What follows belongs to an exercise in optimizing a design on an open flow for small area; a production flow would make more cautious choices. The RTL was checked by simulation tests, not by an equivalence proof against the original design. No activity file was given, so power comes from the tool's default toggle rates.

==> job 9534 <==
## top
module top(input clk, res, modo, mais, menos,
           output [6:0] h, m, s, output alarmeon, som);
==> module top, before the edit <==
module top(input clk, res, modo, mais, menos,
           output [6:0] h, m, s, output alarmeon, som);
wire ud = ~menos | mais;    
wire pm = mais | menos;
reg       p;
reg [2:0] k;
always @(posedge clk or negedge res)
  if (~res) begin p <= 1'b0; k <= 3'b000; end
  else begin
    p <= modo;
    if (p & ~modo) k <= {k[1:0], ~k[2]};
  end
wire md_r   = ~k[2] & ~k[0];
wire md_ah  =  k[0] & ~k[1];
wire md_am  =  k[1] & ~k[2];
wire md_c   =  k[2] &  k[0];
wire md_ajh =  k[1] & ~k[0];
wire md_ajm =  k[2] & ~k[1];
wire md_adj =  k[0] & ~k[2];    
localparam GA = 2'd0, GT = 2'd1, GC = 2'd2;
reg [1:0] g, q;
wire t;
wire ph   = q[0] ^ q[1];
wire edg  = mais ^ ph;
wire [1:0] qn = ph ? {~q[1], q[0]} : {q[1], ~q[0]};
always @(posedge clk or negedge res)
  if (~res) begin g <= GA; q <= 2'b00; end
  else case (g)
    GA: if (edg & md_r & ~t) q <= qn;
        else if (t & q[1]) begin g <= GT; q <= 2'b00; end
        else if (md_c) begin g <= GC; q <= 2'b11; end
    GT: if (~q[0]) begin
          if (edg & md_r & t) q <= 2'b01;
          else if (~t) begin g <= GA; q <= 2'b00; end
          else if (md_c) begin g <= GC; q <= 2'b11; end
        end else begin
          if (~t | (edg & md_r)) begin g <= GA; q <= 2'b00; end
          else if (md_c) begin g <= GC; q <= 2'b11; end
        end
    GC: if (edg & md_c) q <= qn;
        else if (~md_c) begin g <= GA; q <= 2'b00; end
    default: ;
  endcase
wire st_at = (g == GT);
wire st_al = (g == GA) & q[1];
wire start = (g == GC) & ~q[1];
reg [6:0] cs;             
reg [5:0] sc;             
reg [5:0] sr, mr, ma;     
reg [4:0] hr, ha;         
wire cs99 = cs[6] & cs[5] & cs[1] & cs[0];
function w59(input [5:0] v, input u);
  w59 = u ? (v[5] & v[4] & v[3] & v[1] & v[0]) : (v == 6'd0);
endfunction
function [5:0] n59(input [5:0] v, input u);
  n59 = u ? ((v[5] & v[4] & v[3] & v[1] & v[0]) ? 6'd0 : v + 6'd1)
          : ((v == 6'd0) ? 6'd59 : v - 6'd1);
endfunction
function [4:0] n23(input [4:0] v, input u);
  n23 = u ? ((v[4] & v[2] & v[1] & v[0]) ? 5'd0 : v + 5'd1)
          : ((v == 5'd0) ? 5'd23 : v - 5'd1);
endfunction
wire sig_sc = ~cs99;
wire sig_mr = (md_ajm & pm) | ~w59(sr, ud);
wire sig_hr = (md_ajh & pm) | ~w59(mr, ud);
wire sig_ma = (md_am & pm) | ud;
wire sig_ha = (md_ah & pm) | ~w59(ma, ud);
reg nq_sc, nq_mr, nq_hr, nq_ma, nq_ha;
always @(posedge clk or negedge res)
  if (~res) {nq_sc, nq_mr, nq_hr, nq_ma, nq_ha} <= 5'b0;
  else {nq_sc, nq_mr, nq_hr, nq_ma, nq_ha} <= ~{sig_sc, sig_mr, sig_hr, sig_ma, sig_ha};
wire en_sc = sig_sc & nq_sc;
wire en_mr = sig_mr & nq_mr;
wire en_hr = sig_hr & nq_hr;
wire en_ma = sig_ma & nq_ma;
wire en_ha = sig_ha & nq_ha;
always @(posedge clk or negedge res)
  if (~res) begin
    cs <= 0; sc <= 0; sr <= 0; mr <= 0; hr <= 0; ma <= 0; ha <= 0;
  end else begin
    if (menos) cs <= 0;
    else if (start) cs <= cs99 ? 7'd0 : cs + 7'd1;
    if (menos) sc <= 0;
    else if (en_sc) sc <= n59(sc, ud);
    sr <= n59(sr, ud);
    if (en_mr) mr <= n59(mr, ud);
    if (en_hr) hr <= n23(hr, ud);
    if (en_ma) ma <= n59(ma, ud);
    if (en_ha) ha <= n23(ha, ud);
  end
assign t = (hr == ha) & (mr == ma);
assign h = md_c ? 7'd0 : md_adj ? {2'b0, ha} : {2'b0, hr};
assign m = md_c ? {1'b0, sc} : md_adj ? {1'b0, ma} : {1'b0, mr};
assign s = md_c ? cs : md_adj ? 7'd0 : {1'b0, sr};
assign alarmeon = st_al | st_at;
assign som = t & st_at;
endmodule
export LEC_CHECK = 0
export CAP_MARGIN = 20
export CORE_MARGIN = 2
export CORE_UTILIZATION = 40
export SLEW_MARGIN = 20
create_clock -name core_clock -period 5.0 [get_ports {clk}]
standard.sh (not shown) runs the stock make flow with config.mk's settings and CLKGATE_MAP_FILE= SYNTH_SCRIPT=/design/flow/synth_recipe.tcl, a recipe that flattens the netlist after the stock synthesis.
==> flow/flow/run.sh <==
#!/bin/bash
# Standard flow, with the standard synthesis's combinational logic re-mapped
# for area (registers untouched: same instances, names and cell types), ports
# buffered with the smallest buffer, and a clock tree without dummy loads.
set -uo pipefail
R=orfs/results/$FLOW_PLATFORM/top/base
LIB=$FLOW_HOME/platforms/$FLOW_PLATFORM/lib/sky130_fd_sc_hd__tt_025C_1v80.lib

# 1. standard synthesis, unchanged
bash standard.sh synth > synth.log 2>&1 || exit 1

# 2. re-map the combinational logic: several ABC runs, keep the smallest
cp $R/1_2_yosys.v $R/1_2_yosys.std.v
python3 flow/splitlib.py $LIB comb.lib seq.lib > splitlib.log 2>&1
DU=""
for c in $(grep -oE "cell \(\"?sky130_fd_sc_hd__(probe|lpflow)\w*" $LIB | sed 's/.*__/sky130_fd_sc_hd__/' | sort -u); do DU="$DU -dont_use $c"; done
mkdir -p remap
remap_one() {  # $1 = tag, $2 = input netlist, $3 = abc script text
  echo "$3" > remap/$1.script
  REMAP_IN=$2 REMAP_OUT=remap/$1.v REMAP_STAT=remap/$1.stat \
  REMAP_SCRIPT=remap/$1.script REMAP_LIB=$LIB REMAP_DONT_USE="$DU" \
    timeout 300 yosys -c flow/remap.tcl > remap/$1.log 2>&1 || rm -f remap/$1.v remap/$1.stat
}
area_of() { grep "Chip area" $1 | awk '{print $NF}'; }
best=$R/1_2_yosys.std.v; bestarea=1e9
pick_best() {  # keep the smallest netlist among remap/$1*.v
  for f in remap/$1*.stat; do
    [[ -f ${f%.stat}.v ]] || continue
    a=$(area_of $f)
    if python3 -c "import sys; sys.exit(0 if $a < $bestarea else 1)"; then best=${f%.stat}.v; bestarea=$a; fi
  done
  echo "after $1: $best $bestarea" >> remap/choice.txt
}
for round in 1 2 3; do
  src=$best
  for S in 0 1 2 3 4 5 6 7; do
    remap_one r${round}s$S $src "strash; &get -n; &deepsyn -J 20 -S $S -T 120; &put; dch -f; amap; topo" &
    if (( S % 4 == 3 )); then wait; fi
  done
  wait
  pick_best r${round}
done
if [[ "$best" != "$R/1_2_yosys.std.v" ]]; then cp $best $R/1_2_yosys.v; fi
rm -f $R/1_synth.odb $R/1_synth.sdc comb.lib seq.lib

# 3. the rest of the standard flow
bash standard.sh BUFFER_PORTS_ARGS="-buffer_cell sky130_fd_sc_hd__buf_1" \
  CTS_ARGS="-sink_clustering_enable -repair_clock_nets -dont_use_dummy_load -sink_clustering_levels 1 -sink_clustering_size 20" \
  finish > finish.log 2>&1
Other scripts of this flow, unchanged in this note and not shown: flow/flow/remap.tcl, flow/flow/splitlib.py
==> job 5295 (differences from job 9534) <==
--- a/flow/design.v
+++ b/flow/design.v
@@ -3,47 +3,55 @@
 wire ud = ~menos | mais;    
 wire pm = mais | menos;
 reg       p;
-reg [2:0] k;
+reg [2:0] k, u;
+wire cg = (k[2] ^ k[1]) & (k[1] ^ k[0]);                
+wire [2:0] kc = k | {cg & ~k[2], cg & k[2], 1'b0};     
+wire md_r   = ~kc[2] & ~kc[0];
+wire md_ah  =  kc[0] & ~kc[1];
+wire md_am  =  kc[1] & ~kc[2];
+wire md_c   =  kc[2] &  kc[0];
+wire md_ajh =  kc[1] & ~kc[0];
+wire md_ajm =  kc[2] & ~kc[1];
+wire md_adj =  kc[0] & ~kc[2];    
+wire t;
+wire [1:0] q = u[1:0];
+wire gt  = ~cg & u[2];
+wire ga  = ~cg & ~u[2];
+wire ph  = q[0] ^ q[1];
+wire edg = mais ^ ph;
+wire [1:0] qs = ph ? {~q[1], q[0]} : {q[1], ~q[0]};
+reg cg_n, gt_n; reg [1:0] q_n;
+always @* begin
+  cg_n = cg; gt_n = gt; q_n = q;
+  if (ga) begin
+    if (edg & md_r & ~t) q_n = qs;
+    else if (t & q[1]) begin gt_n = 1'b1; q_n = 2'b00; end
+    else if (md_c) begin cg_n = 1'b1; q_n = 2'b11; end
+  end else if (gt) begin
+    if (~q[0]) begin
+      if (edg & md_r & t) q_n = 2'b01;
+      else if (~t) begin gt_n = 1'b0; q_n = 2'b00; end
+      else if (md_c) begin gt_n = 1'b0; cg_n = 1'b1; q_n = 2'b11; end
+    end else begin
+      if (~t | (edg & md_r)) begin gt_n = 1'b0; q_n = 2'b00; end
+      else if (md_c) begin gt_n = 1'b0; cg_n = 1'b1; q_n = 2'b11; end
+    end
+  end else begin
+    if (edg & md_c) q_n = qs;
+    else if (~md_c) begin cg_n = 1'b0; q_n = 2'b00; end
+  end
+end
+wire [2:0] kb = (p & ~modo) ? {kc[1:0], ~kc[2]} : kc;
 always @(posedge clk or negedge res)
-  if (~res) begin p <= 1'b0; k <= 3'b000; end
+  if (~res) begin p <= 1'b0; k <= 3'b000; u <= 3'b000; end
   else begin
     p <= modo;
-    if (p & ~modo) k <= {k[1:0], ~k[2]};
+    k <= kb & ~{cg_n & ~kb[0], cg_n & kb[0], 1'b0};
+    u <= {gt_n, q_n};
   end
-wire md_r   = ~k[2] & ~k[0];
-wire md_ah  =  k[0] & ~k[1];
-wire md_am  =  k[1] & ~k[2];
-wire md_c   =  k[2] &  k[0];
-wire md_ajh =  k[1] & ~k[0];
-wire md_ajm =  k[2] & ~k[1];
-wire md_adj =  k[0] & ~k[2];    
-localparam GA = 2'd0, GT = 2'd1, GC = 2'd2;
-reg [1:0] g, q;
-wire t;
-wire ph   = q[0] ^ q[1];
-wire edg  = mais ^ ph;
-wire [1:0] qn = ph ? {~q[1], q[0]} : {q[1], ~q[0]};
-always @(posedge clk or negedge res)
-  if (~res) begin g <= GA; q <= 2'b00; end
-  else case (g)
-    GA: if (edg & md_r & ~t) q <= qn;
-        else if (t & q[1]) begin g <= GT; q <= 2'b00; end
-        else if (md_c) begin g <= GC; q <= 2'b11; end
-    GT: if (~q[0]) begin
-          if (edg & md_r & t) q <= 2'b01;
-          else if (~t) begin g <= GA; q <= 2'b00; end
-          else if (md_c) begin g <= GC; q <= 2'b11; end
-        end else begin
-          if (~t | (edg & md_r)) begin g <= GA; q <= 2'b00; end
-          else if (md_c) begin g <= GC; q <= 2'b11; end
-        end
-    GC: if (edg & md_c) q <= qn;
-        else if (~md_c) begin g <= GA; q <= 2'b00; end
-    default: ;
-  endcase
-wire st_at = (g == GT);
-wire st_al = (g == GA) & q[1];
-wire start = (g == GC) & ~q[1];
+wire st_at = gt;
+wire st_al = ga & q[1];
+wire start = cg & ~q[1];
 reg [6:0] cs;             
 reg [5:0] sc;             
 reg [5:0] sr, mr, ma;     
--- a/flow/flow/run.sh
+++ b/flow/flow/run.sh
@@ -45,5 +45,5 @@
 
 # 3. the rest of the standard flow
 bash standard.sh BUFFER_PORTS_ARGS="-buffer_cell sky130_fd_sc_hd__buf_1" \
-  CTS_ARGS="-sink_clustering_enable -repair_clock_nets -dont_use_dummy_load -sink_clustering_levels 1 -sink_clustering_size 20" \
+  CTS_ARGS="-sink_clustering_enable -repair_clock_nets -dont_use_dummy_load" \
   finish > finish.log 2>&1
--- a/flow/config.mk
+++ b/flow/config.mk
@@ -7,5 +7,5 @@
 export LEC_CHECK = 0
 export CAP_MARGIN = 20
 export CORE_MARGIN = 2
-export CORE_UTILIZATION = 40
+export CORE_UTILIZATION = 75
 export SLEW_MARGIN = 20
==> comparison table <==
|  | job 5295 | job 9534 |
|---|---|---|
| Timing-limited maximum frequency | 252 MHz | 268 MHz |
| Met3 demand-to-capacity share in global routing | 5.73% | 3.13% |
| CP Launch Point | k[0]$_DFF_PN0_ | k[0]$_DFFE_PN0P_ |
| Mean Syn Cell Area | 8.06 um2 | 8.20 um2 |
| Run status | finished clean | finished clean |
| Clk. pwr | 0.221 mW | 0.230 mW |
| Number of nets in the finished design | 382 | 378 |
| Total Routing Usage GR | 34.6% | 19.7% |
| Site Rows | 22 | 30 |
| Proportion of layout cells with a drive suffix above 1 | 2.13% | 2.43% |
| Worst-case hold path end point | sr[5]$_DFF_PN0_ | cs[1]$_DFFE_PN0P_ |
| Worst relative slew slack | 54.9% | 45.0% |
| Critical path fanouts, max | 14 | 13 |
| Tapcell count | 48 | 80 |
| Combinational Power | 0.691 mW | 0.633 mW |
| Signal buffers share of area | 3.54% | 3.73% |
| Maximum number of pins on one net before global-route repair | 54 | 55 |
| Non-CTS buffers | 26 | 27 |
| Routed wl met3 | 499 um | 259 um |
| Placed Cells incl. Taps | 418 | 446 |
| Total Die Area | 0.00418 mm2 | 0.00759 mm2 |
| Starting DRT DRC Count | 407 | 189 |
| Static Leakage | 1.16 nW | 1.15 nW |
| Sequential share of cell area | 44.2% | 44.3% |
| First-pass GRT wire length | 11100 um | 11800 um |
| Final clock period utilization by the worst path | 79.4% | 74.6% |
| Share of the final layout cell area in multi-input gates | 40.5% | 39.3% |

-- separate check: timing with driven ports --
In the flow no input, the clock included, has a driving cell. The finished layouts below were timed again as built, in two steps. Step 1, drivers: a clkbuf_16 drives clk and a buf_2 each remaining input, both assumed. Step 2 also shifts input and output timing later by t, the mid clock arrival at the registers, as if the neighbouring blocks saw the same clock. Three values: ideal, step 1, step 2; two values: the first two.
| run | shift t [ns] | setup slack, ns | latest minus earliest clock arrival (ns) |
|---|---|---|---|
| job 9534 | 0.338 | 1.269 / 1.238 / 1.315 | 0.018 / 0.017 |
| job 5295 | 0.327 | 1.031 / 1.003 / 0.851 | 0.017 / 0.017 |
After both steps setup and hold are still met in every run listed. The setup slack of job 5295, which loses most, moves by -0.028 ns with the drivers and by -0.180 ns with both steps.
